Context: an optimization exercise on an open-source flow, tuned for small area and few clock cycles per item. The choices shown serve that exercise and are no tape-out recipe.
Where RTL was checked, it was by simulation tests only, not by an equivalence proof against the original.
The clock port is modelled as an ideal driver, which makes a skipped or thinned clock tree look cheaper than it is; a real chip needs a root buffer or a tree.
Power is estimated from default activity; no workload was simulated.

Design sdram, start of the top module:
module sdram #(parameter FREQ = 50000000) (
  input  logic clk,
  input  logic reset,
  input  logic        read,
  input  logic        write,
  input  logic [1:0]  wr_strb,
  input  logic [25:0] addr,   
  output logic        cmd_ready,
  input  logic [15:0] data_write,
  output logic [15:0] data_read,
  output logic        data_read_val,
  output logic        sdram_cs,         
  output logic [1:0]  sdram_bank,       
  output logic [12:0] sdram_addr,       
  output logic        sdram_ras,        
  output logic        sdram_cas,        
  output logic        sdram_we,         
  input  logic [15:0] sdram_data_in,    
  output logic [15:0] sdram_data_out,   
  output logic        sdram_drive_data  
);
  localparam [2:0] CMD_NOP     = 3'b111;
  localparam [2:0] CMD_ACTIVE  = 3'b011;
  localparam [2:0] CMD_READ    = 3'b101;
  localparam [2:0] CMD_WRITE   = 3'b100;
  localparam [2:0] CMD_PRECHG  = 3'b010;
  localparam [2:0] CMD_AUTOREF = 3'b001;
  localparam [2:0] CMD_MRS     = 3'b000;
  localparam [12:0] MODE = 13'h0223;
  logic        h_chip;
  logic [1:0]  h_bank;
  logic [12:0] h_row;
  logic [9:0]  h_col;
  ...
Settings: LEC_CHECK=0, CAP_MARGIN=20, CORE_MARGIN=2, CORE_UTILIZATION=40, SLEW_MARGIN=20; clock period 20.0 ns.
run.sh (not shown) runs the stock make flow with config.mk's settings and CLKGATE_MAP_FILE= SYNTH_SCRIPT=/design/flow/synth_recipe.tcl, a recipe that flattens the netlist after the stock synthesis.
The starting point finished clean.
Change:
==> flow/flow/run.sh (new file) <==
#!/bin/bash
# Standard layout, with port buffers of the smallest buffer cell and a
# clock tree of small buffers without dummy loads.
export BUFFER_PORTS_ARGS="-buffer_cell sky130_fd_sc_hd__buf_1"
export CTS_ARGS="-sink_clustering_enable -repair_clock_nets -dont_use_dummy_load -root_buf sky130_fd_sc_hd__clkbuf_4 -buf_list sky130_fd_sc_hd__clkbuf_4 -sink_clustering_size 40 -sink_clustering_max_diameter 300"
bash standard.sh > standard.log 2>&1
==> flow/standard.sh (new file) <==
#!/bin/bash
# synth_recipe.tcl (not shown) runs the flow's synth.tcl, then flattens the netlist and writes it again
# the make line also repeats each setting of config.mk as NAME=value (left out here)
make -C /OpenROAD-flow-scripts/flow DESIGN_CONFIG=/design/flow/config.mk WORK_HOME=/design/flow/orfs CLKGATE_MAP_FILE= SYNTH_SCRIPT=/design/flow/synth_recipe.tcl "${@:-finish}"
removed: flow/run.sh
Effect:
- The changed run produced a clean layout
- setup slack gets better by 0.73 ns
- synthesized area does not change
- flip-flop and latch count is unchanged
- die area does not change
- non-clock buffer count stays the same
- design area is lower by 15%
- clock skew rose by 0.016 ns
- sequential power stays flat
- final cell count falls by 0.92%
Function was not checked in any run of this note: the RTL went through the layout flow alone.

---

== run 1 ==
sdram, a different RTL version from the one above (not shown whole).
For scale: ~260 cells after synthesis, roughly 41 flip-flops, about 120 I/O pins, ~2400 µm² of cells after synthesis.
// sdram
module sdram #(parameter FREQ = 50000000) (
  input  logic clk,
  input  logic reset,
  input  logic        read,
  input  logic        write,
  input  logic [1:0]  wr_strb,
  input  logic [25:0] addr,   
  output logic        cmd_ready,
  input  logic [15:0] data_write,
  output logic [15:0] data_read,
  output logic        data_read_val,
  output logic        sdram_cs,         
  output logic [1:0]  sdram_bank,       
  output logic [12:0] sdram_addr,       
  output logic        sdram_ras,        
  output logic        sdram_cas,        
  output logic        sdram_we,         
  input  logic [15:0] sdram_data_in,    
  output logic [15:0] sdram_data_out,   
  output logic        sdram_drive_data  
);
  localparam [2:0] CMD_NOP     = 3'b111;
  localparam [2:0] CMD_ACTIVE  = 3'b011;
  localparam [2:0] CMD_READ    = 3'b101;
  localparam [2:0] CMD_WRITE   = 3'b100;
  localparam [2:0] CMD_PRECHG  = 3'b010;
  localparam [2:0] CMD_AUTOREF = 3'b001;
  localparam [2:0] CMD_MRS     = 3'b000;
  localparam [12:0] MODE = 13'h0223;
  logic        h_chip;
  logic [1:0]  h_bank;
  logic [12:0] h_row;
  logic [9:0]  h_col;
  assign {h_chip, h_bank, h_row, h_col} = addr;
  logic [13:0] tmr;
  logic        init_done;
  logic        seq_act;
  logic [1:0]  step;
  logic [1:0]  blk;         
  logic        ob_v;
  logic [2:0]  ob_bank;     
  logic [12:0] ob_row;
  logic [1:0]  a_cnt;
  logic [1:0]  rd_sh;       
  logic tmr_pod, tmr_ref, due;
  assign tmr_pod = tmr[13] & tmr[10] & tmr[9] & tmr[8] & tmr[4];
  assign tmr_ref = tmr[8] & tmr[7] & tmr[5] & tmr[4] & tmr[3];
  assign due = init_done ? tmr_ref : tmr_pod;
  logic seq_start, seq_go;
  assign seq_start = ~seq_act & due & (a_cnt == 2'd3);
  assign seq_go = seq_act | seq_start;
  logic req, hit, do_rd, do_wr, do_pre, do_act, host_ok;
  assign req = read | write;
  assign host_ok = req & init_done & ~seq_act & ~due & (blk == 2'd0);
  assign hit = ob_v & (ob_bank == {h_chip, h_bank}) & (ob_row == h_row);
  assign do_rd  = host_ok & hit & read & a_cnt[1];
  assign do_wr  = host_ok & hit & write & a_cnt[1] & (rd_sh == 2'b00);
  assign do_pre = host_ok & ~hit & ob_v & (a_cnt == 2'd3);
  ...
export LEC_CHECK = 0
export CAP_MARGIN = 20
export CORE_MARGIN = 2
export CORE_UTILIZATION = 40
export SLEW_MARGIN = 20
create_clock -name core_clock -period 20.0 [get_ports {clk}]
Stock flow here: none of the scripts above is used.
Run 1 | status: complete | timing, DRC, antenna: pass
Testbench counts of run 1, summed over its fixed seeds: cycles 41,241, items 24,000.
Changes in run 2 relative to run 1:
==> flow/flow/run.sh (new file) <==
#!/bin/bash
# Standard layout, with port buffers of the smallest buffer cell.
cp standard.sh standard_copy.sh.txt
export BUFFER_PORTS_ARGS="-buffer_cell sky130_fd_sc_hd__buf_1"
bash standard.sh > standard.log 2>&1
==> flow/standard.sh (new file) <==
#!/bin/bash
# synth_recipe.tcl (not shown) runs the flow's synth.tcl, then flattens the netlist and writes it again
# the make line also repeats each setting of config.mk as NAME=value (left out here)
make -C /OpenROAD-flow-scripts/flow DESIGN_CONFIG=/design/flow/config.mk WORK_HOME=/design/flow/orfs CLKGATE_MAP_FILE= SYNTH_SCRIPT=/design/flow/synth_recipe.tcl "${@:-finish}"
removed: flow/run.sh
[summary]
- In summary, run 2 completed successfully, with a layout that passed the timing, design-rule and antenna checks.
- Delta(utilization, run 2 - run 1) < 0
- Highest cell delay on the worst timing path: run 2 vs run 1 — no meaningful difference
- Re worst hold slack: run 2 is 0.012 ns down on run 1.
- From run 1 to run 2 the numbers moved as follows: clock-buffer cell count lost 2, fraction of power consumed by combinational cells lost 4.4 points, wire length lost 6.4%.
Here is what was changed in the inputs of run 3 compared with run 2.
==> flow/run.sh (new file) <==
#!/bin/bash
# synth_recipe.tcl (not shown) runs the flow's synth.tcl, then flattens the netlist and writes it again
# the make line also repeats each setting of config.mk as NAME=value (left out here)
make -C /OpenROAD-flow-scripts/flow DESIGN_CONFIG=/design/flow/config.mk WORK_HOME=/design/flow/orfs CLKGATE_MAP_FILE= SYNTH_SCRIPT=/design/flow/synth_recipe.tcl finish
diff --git a/flow/config.mk b/flow/config.mk
--- a/flow/config.mk
+++ b/flow/config.mk
@@ -10,0 +11,2 @@
+export CTS_CLUSTER_DIAMETER = 300
+export CTS_CLUSTER_SIZE = 50
removed: flow/flow/run.sh
removed: flow/standard.sh
--- outcome ---
Worst hold slack: run 3 better than run 2
Summary of run 3 over run 2: final area grew by about 12%, worst supply voltage drop on vdd rose about 43%.

---

## job 7821
Another version of the RTL of sdram (not shown whole).
Size: roughly 180 cells after synthesis, about 120 I/O pins, about 1500 sq um of cells after synthesis.
// sdram
module sdram #(parameter FREQ = 50000000) (
  input  logic clk,
  input  logic reset,
  input  logic        read,
  input  logic        write,
  input  logic [1:0]  wr_strb,
  input  logic [25:0] addr,   
  output logic        cmd_ready,
  input  logic [15:0] data_write,
  output logic [15:0] data_read,
  output logic        data_read_val,
  output logic        sdram_cs,         
  output logic [1:0]  sdram_bank,       
  output logic [12:0] sdram_addr,       
  output logic        sdram_ras,        
  output logic        sdram_cas,        
  output logic        sdram_we,         
  input  logic [15:0] sdram_data_in,    
  output logic [15:0] sdram_data_out,   
  output logic        sdram_drive_data  
);
clock: 20.0 ns
lec_check: 0
cap_margin: 20
core_margin: 2
core_utilization: 40
slew_margin: 20
standard.sh (not shown) runs the stock make flow with config.mk's settings and CLKGATE_MAP_FILE= SYNTH_SCRIPT=/design/flow/synth_recipe.tcl, a recipe that flattens the netlist after the stock synthesis.
==> flow/flow/run.sh <==
#!/bin/bash
# The standard layout (standard.sh) with three changes:
#  - synthesis maps logic with an area-oriented abc script (flow/area.abc),
#    through flow/abc_area.tcl sourced ahead of synth_recipe.tcl;
#  - port buffers use the smallest buffer cell;
#  - the clock tree is a few equal buffers fed by the clock port, each
#    driving a group of nearby flip-flops (flow/clock_leaves.tcl, run as
#    ORFS's PRE_CTS_TCL hook in place of clock_tree_synthesis).
set -euo pipefail
here=$(pwd)
cat flow/abc_area.tcl synth_recipe.tcl > my_synth.tcl
sed "s#SYNTH_SCRIPT=[^ ]*#SYNTH_SCRIPT=$here/my_synth.tcl#" standard.sh > my_standard.sh
export MY_ABC_SCRIPT=$here/flow/area.abc
export BUFFER_PORTS_ARGS="-buffer_cell sky130_fd_sc_hd__buf_1"
export PRE_CTS_TCL=$here/flow/clock_leaves.tcl
export MY_CLOCK_LEAVES=3
export MY_CLOCK_BUFFER=sky130_fd_sc_hd__buf_4
bash my_standard.sh > standard.log 2>&1
==> flow/flow/clock_leaves.tcl <==
# Clock tree in place of clock_tree_synthesis (run as ORFS's PRE_CTS_TCL
# hook; clock_tree_synthesis, which cts.tcl calls next, is made a no-op).
# The flip-flops are split into MY_CLOCK_LEAVES groups of near-equal size by
# position (k-means with a size cap);
# each group gets one buffer of type MY_CLOCK_BUFFER at its centroid, driving
# its clock pins.  The clock port drives only these few buffers, all alike,
# so every flip-flop sees the same single buffer delay.
proc clock_tree_synthesis {args} {
  puts "clock_tree_synthesis skipped: clock leaves already placed"
}
set k $::env(MY_CLOCK_LEAVES)
set master [[ord::get_db] findMaster $::env(MY_CLOCK_BUFFER)]
set block [ord::get_db_block]
set clknet [$block findNet clk]
set sinks {}
set xs {}
set ys {}
foreach it [$clknet getITerms] {
  set b [[$it getInst] getBBox]
  lappend sinks $it
  lappend xs [expr {([$b xMin] + [$b xMax]) / 2.0}]
  lappend ys [expr {([$b yMin] + [$b yMax]) / 2.0}]
}
set n [llength $sinks]
# initial centres: sinks spread in order of x + y
set order [lsort -real -indices [lmap x $xs y $ys {expr {$x + $y}}]]
set cx {}
set cy {}
for {set c 0} {$c < $k} {incr c} {
  set i [lindex $order [expr {int(($c + 0.5) * $n / $k)}]]
  lappend cx [lindex $xs $i]
  lappend cy [lindex $ys $i]
}
# k-means with a cap of ceil(n / k) pins per group: each round assigns the
# (sink, centre) pairs in order of distance, then moves each centre to the
# centroid of its group
set cap [expr {($n + $k - 1) / $k}]
for {set iter 0} {$iter < 30} {incr iter} {
  set pairs {}
  for {set i 0} {$i < $n} {incr i} {
    for {set c 0} {$c < $k} {incr c} {
      lappend pairs [list [expr {abs([lindex $xs $i] - [lindex $cx $c]) + abs([lindex $ys $i] - [lindex $cy $c])}] $i $c]
    }
  }
  set asg [lrepeat $n -1]
  set cnt [lrepeat $k 0]
  foreach p [lsort -real -index 0 $pairs] {
    lassign $p d i c
    if {[lindex $asg $i] < 0 && [lindex $cnt $c] < $cap} {
      lset asg $i $c
      lset cnt $c [expr {[lindex $cnt $c] + 1}]
    }
  }
  for {set c 0} {$c < $k} {incr c} {
    set sx 0.0; set sy 0.0; set m 0
    for {set i 0} {$i < $n} {incr i} {
      if {[lindex $asg $i] == $c} {
        set sx [expr {$sx + [lindex $xs $i]}]
        set sy [expr {$sy + [lindex $ys $i]}]
        incr m
      }
    }
    if {$m > 0} {
      lset cx $c [expr {$sx / $m}]
      lset cy $c [expr {$sy / $m}]
    }
  }
}
for {set c 0} {$c < $k} {incr c} {
  set net [odb::dbNet_create $block clknet_leaf_$c]
  $net setSigType CLOCK
  set buf [odb::dbInst_create $block $master clkbuf_leaf_$c]
  [$buf findITerm A] connect $clknet
  [$buf findITerm X] connect $net
  $buf setLocation [expr {int([lindex $cx $c])}] [expr {int([lindex $cy $c])}]
  $buf setPlacementStatus PLACED
  set m 0
  for {set i 0} {$i < $n} {incr i} {
    if {[lindex $asg $i] == $c} {
      set it [lindex $sinks $i]
      $it disconnect
      $it connect $net
      incr m
    }
  }
  puts "clock leaf $c: $::env(MY_CLOCK_BUFFER) drives $m clock pins"
}
Other scripts of this flow, unchanged in this note and not shown: flow/flow/abc_area.tcl, flow/flow/area.abc
Testbench counts of job 7821, summed over its fixed seeds: cycles 41,548, items 24,000.
Modified inputs, job 2088 compared to job 7821
--- a/flow/flow/run.sh
+++ b/flow/flow/run.sh
@@ -16 +16 @@
-export MY_CLOCK_LEAVES=3
+export MY_CLOCK_LEAVES=4
==> run summary <==
The flow did not stop early for job 2088: all stages ran, and the layout cleared the timing, design-rule and antenna checks. Diff job 7821 -> job 2088: internal power contribution went up 2.6 uW, met3 wirelength from detailed routing increased by 5.4% relative to the old numbers. Row final net count: job 2088 higher / job 7821 lower. Power per cell area grows by a few percent when moving from job 7821 to job 2088. Taking job 7821 as the reference, in job 2088 part of the power in combinational logic saw a decrease; wire length saw an increase.
> inputs changed (job 2088 -> job 594)
--- a/flow/flow/run.sh
+++ b/flow/flow/run.sh
@@ -16,2 +16,2 @@
-export MY_CLOCK_LEAVES=4
-export MY_CLOCK_BUFFER=sky130_fd_sc_hd__buf_4
+export MY_CLOCK_LEAVES=2
+export MY_CLOCK_BUFFER=sky130_fd_sc_hd__buf_6
==> run summary <==
- Job 594 does worse than job 2088 on worst setup margin.
- Wire length of the first global-routing pass: job 2088 vs job 594, no meaningful difference
- Share of total power in combinational logic for job 594 is higher than for job 2088.
- Diff job 2088 -> job 594: post-route fraction of the period consumed by the critical path did not really move, maximum frequency did not really move, post-synthesis share of cell area spent on full adders, half adders and majority gates did not really move.
In every run of this note, the design's own scripts or RTL, not TritonCTS, make the clock network.

---

== violet ==
Another version of the RTL of sdram (not shown whole).
For scale: roughly 210 cells after synthesis, ~38 flip-flops, about 120 I/O pins.
Settings: LEC_CHECK=0, CAP_MARGIN=20, CORE_MARGIN=2, CORE_UTILIZATION=40, SLEW_MARGIN=20; clock period 20.0 ns.
==> flow/flow/run.sh <==
#!/bin/bash
# The standard layout (standard.sh) with three changes:
#  - synthesis maps logic with an area-oriented abc script (flow/area.abc),
#    through flow/abc_area.tcl sourced ahead of synth_recipe.tcl;
#  - port buffers use the smallest buffer cell;
#  - the clock tree is a few equal buffers fed by the clock port, each
#    driving a group of nearby flip-flops (flow/clock_leaves.tcl, run as
#    ORFS's PRE_CTS_TCL hook in place of clock_tree_synthesis).
set -euo pipefail
here=$(pwd)
cat flow/abc_area.tcl synth_recipe.tcl > my_synth.tcl
sed "s#SYNTH_SCRIPT=[^ ]*#SYNTH_SCRIPT=$here/my_synth.tcl#" standard.sh > my_standard.sh
export MY_ABC_SCRIPT=$here/flow/area.abc
export BUFFER_PORTS_ARGS="-buffer_cell sky130_fd_sc_hd__buf_1"
export PRE_CTS_TCL=$here/flow/clock_leaves.tcl
export MY_CLOCK_LEAVES=3
export MY_CLOCK_BUFFER=sky130_fd_sc_hd__buf_6
bash my_standard.sh > standard.log 2>&1
==> flow/flow/clock_leaves.tcl <==
# Clock tree in place of clock_tree_synthesis (run as ORFS's PRE_CTS_TCL
# hook; clock_tree_synthesis, which cts.tcl calls next, is made a no-op).
# The flip-flops are split into MY_CLOCK_LEAVES groups by position (k-means);
# each group gets one buffer of type MY_CLOCK_BUFFER at its centroid, driving
# its clock pins.  The clock port drives only these few buffers, all alike,
# so every flip-flop sees the same single buffer delay.
proc clock_tree_synthesis {args} {
  puts "clock_tree_synthesis skipped: clock leaves already placed"
}
set k $::env(MY_CLOCK_LEAVES)
set master [[ord::get_db] findMaster $::env(MY_CLOCK_BUFFER)]
set block [ord::get_db_block]
set clknet [$block findNet clk]
set sinks {}
set xs {}
set ys {}
foreach it [$clknet getITerms] {
  set b [[$it getInst] getBBox]
  lappend sinks $it
  lappend xs [expr {([$b xMin] + [$b xMax]) / 2.0}]
  lappend ys [expr {([$b yMin] + [$b yMax]) / 2.0}]
}
set n [llength $sinks]
# initial centres: sinks spread in order of x + y
set order [lsort -real -indices [lmap x $xs y $ys {expr {$x + $y}}]]
set cx {}
set cy {}
for {set c 0} {$c < $k} {incr c} {
  set i [lindex $order [expr {int(($c + 0.5) * $n / $k)}]]
  lappend cx [lindex $xs $i]
  lappend cy [lindex $ys $i]
}
for {set iter 0} {$iter < 50} {incr iter} {
  set asg {}
  for {set i 0} {$i < $n} {incr i} {
    set best 0
    set bd 1e30
    for {set c 0} {$c < $k} {incr c} {
      set d [expr {abs([lindex $xs $i] - [lindex $cx $c]) + abs([lindex $ys $i] - [lindex $cy $c])}]
      if {$d < $bd} { set bd $d; set best $c }
    }
    lappend asg $best
  }
  for {set c 0} {$c < $k} {incr c} {
    set sx 0.0; set sy 0.0; set m 0
    for {set i 0} {$i < $n} {incr i} {
      if {[lindex $asg $i] == $c} {
        set sx [expr {$sx + [lindex $xs $i]}]
        set sy [expr {$sy + [lindex $ys $i]}]
        incr m
      }
    }
    if {$m > 0} {
      lset cx $c [expr {$sx / $m}]
      lset cy $c [expr {$sy / $m}]
    }
  }
}
for {set c 0} {$c < $k} {incr c} {
  set net [odb::dbNet_create $block clknet_leaf_$c]
  $net setSigType CLOCK
  set buf [odb::dbInst_create $block $master clkbuf_leaf_$c]
  [$buf findITerm A] connect $clknet
  [$buf findITerm X] connect $net
  $buf setLocation [expr {int([lindex $cx $c])}] [expr {int([lindex $cy $c])}]
  $buf setPlacementStatus PLACED
  set m 0
  for {set i 0} {$i < $n} {incr i} {
    if {[lindex $asg $i] == $c} {
      set it [lindex $sinks $i]
      $it disconnect
      $it connect $net
      incr m
    }
  }
  puts "clock leaf $c: $::env(MY_CLOCK_BUFFER) drives $m clock pins"
}
Other scripts of this flow, unchanged in this note and not shown: flow/flow/abc_area.tcl, flow/flow/area.abc
Testbench counts of violet, summed over its fixed seeds: cycles 41,548, items 24,000.
What raven does differently from violet at the input level:
-- flow/flow/run.sh --
<<< violet, line 15
export PRE_CTS_TCL=$here/flow/clock_leaves.tcl
export MY_CLOCK_LEAVES=3
export MY_CLOCK_BUFFER=sky130_fd_sc_hd__buf_6
bash my_standard.sh > standard.log 2>&1
>>> raven, line 15
export PRE_CTS_TCL=$here/flow/clock_leaves.tcl
export MY_CLOCK_LEAVES=4
export MY_CLOCK_BUFFER=sky130_fd_sc_hd__buf_4
bash my_standard.sh > standard.log 2>&1
Notes after the runs:
Summary — internal power component, raven relative to violet: lower, by 0.0000016 W. Each of the runs, namely raven and violet, reached the end of the flow and came out clean. Note that the length of routed met3 wiring recorded for violet amounts to 0.908 times the value seen in raven. Re post-synth design cell area: no difference whatsoever between violet and raven.
Modified inputs, ember compared to raven
-- flow/flow/clock_leaves.tcl --
<<< raven, line 2
# hook; clock_tree_synthesis, which cts.tcl calls next, is made a no-op).
# The flip-flops are split into MY_CLOCK_LEAVES groups by position (k-means);
# each group gets one buffer of type MY_CLOCK_BUFFER at its centroid, driving
>>> ember, line 2
# hook; clock_tree_synthesis, which cts.tcl calls next, is made a no-op).
# The flip-flops are split into MY_CLOCK_LEAVES groups of near-equal size by
# position (k-means with a size cap);
# each group gets one buffer of type MY_CLOCK_BUFFER at its centroid, driving
<<< raven, line 32
}
for {set iter 0} {$iter < 50} {incr iter} {
  set asg {}
  for {set i 0} {$i < $n} {incr i} {
    set best 0
    set bd 1e30
    for {set c 0} {$c < $k} {incr c} {
      set d [expr {abs([lindex $xs $i] - [lindex $cx $c]) + abs([lindex $ys $i] - [lindex $cy $c])}]
      if {$d < $bd} { set bd $d; set best $c }
    }
    lappend asg $best
  }
>>> ember, line 33
}
# k-means with a cap of ceil(n / k) pins per group: each round assigns the
# (sink, centre) pairs in order of distance, then moves each centre to the
# centroid of its group
set cap [expr {($n + $k - 1) / $k}]
for {set iter 0} {$iter < 30} {incr iter} {
  set pairs {}
  for {set i 0} {$i < $n} {incr i} {
    for {set c 0} {$c < $k} {incr c} {
      lappend pairs [list [expr {abs([lindex $xs $i] - [lindex $cx $c]) + abs([lindex $ys $i] - [lindex $cy $c])}] $i $c]
    }
  }
  set asg [lrepeat $n -1]
  set cnt [lrepeat $k 0]
  foreach p [lsort -real -index 0 $pairs] {
    lassign $p d i c
    if {[lindex $asg $i] < 0 && [lindex $cnt $c] < $cap} {
      lset asg $i $c
      lset cnt $c [expr {[lindex $cnt $c] + 1}]
    }
  }
Results
Diff ember..raven | area enclosed by the die boundary | unchanged. Between ember and raven, the difference in global-route track usage on met3 is negligible. The hold slack was comparable across ember and raven. ember and raven ended up with roughly the same sequential power. First-pass GRT wire length: ember vs raven down about 0.7%. | routed wire length | raven vs ember | ≈ equal |. Comparing ember against raven, there is no change at all in count of cell instances traversed by the critical path. Row starting DRC count in detailed routing: ember lower / raven higher. On transition time at the pin with the least slew margin, ember and raven are basically level. Max final period demand of the worst path across ember and raven: raven.
No run of this note takes its clock network from TritonCTS; it comes from the design's own scripts or RTL.

port drivers added, routing unchanged:
In the flow no input, the clock included, has a driving cell. The finished layouts below were timed again as built, in two steps.
Step 1 (the two cells are an assumption about what drives the block):
set clk [get_ports {clk}]
set_driving_cell -lib_cell sky130_fd_sc_hd__clkbuf_16 $clk
set_driving_cell -lib_cell sky130_fd_sc_hd__buf_2 [delete_from_list [all_inputs] $clk]
Step 2 also shifts input and output timing later by t, the mid clock arrival at the registers, as if the neighbouring blocks saw the same clock.
Slacks: ideal / step 1 / step 2; pairs: ideal / step 1.
run	t, ns	setup WS [ns]	worst setup path after step 2	worst data-port slew with drivers (ns)	cell pins on the clock port's net
the first run of note 1	0.312	9.053 / 9.027 / 9.027	input to output	0.07	1
the second run of note 1	0.365	9.782 / 9.751 / 9.751	input to output	0.07	1
run 1	0.313	9.158 / 9.130 / 9.130	input to output	0.06	1
run 2	0.320	9.922 / 9.901 / 9.901	input to output	0.06	1
run 3	0.313	9.158 / 9.130 / 9.130	input to output	0.06	1
job 7821	0.170	9.820 / 9.792 / 9.792	input to output	0.07	3
job 2088	0.164	9.839 / 9.811 / 9.811	input to output	0.07	4
job 594	0.168	9.819 / 9.791 / 9.791	input to output	0.07	2
violet	0.167	9.705 / 9.678 / 9.678	input to output	0.07	3
raven	0.171	9.688 / 9.661 / 9.661	input to output	0.07	4
ember	0.168	9.692 / 9.665 / 9.665	input to output	0.07	4
After both steps setup and hold are still met in every run listed. For the second run of note 1, which loses most, drivers alone change the setup slack by -0.031 ns; drivers and shift together by -0.031 ns.
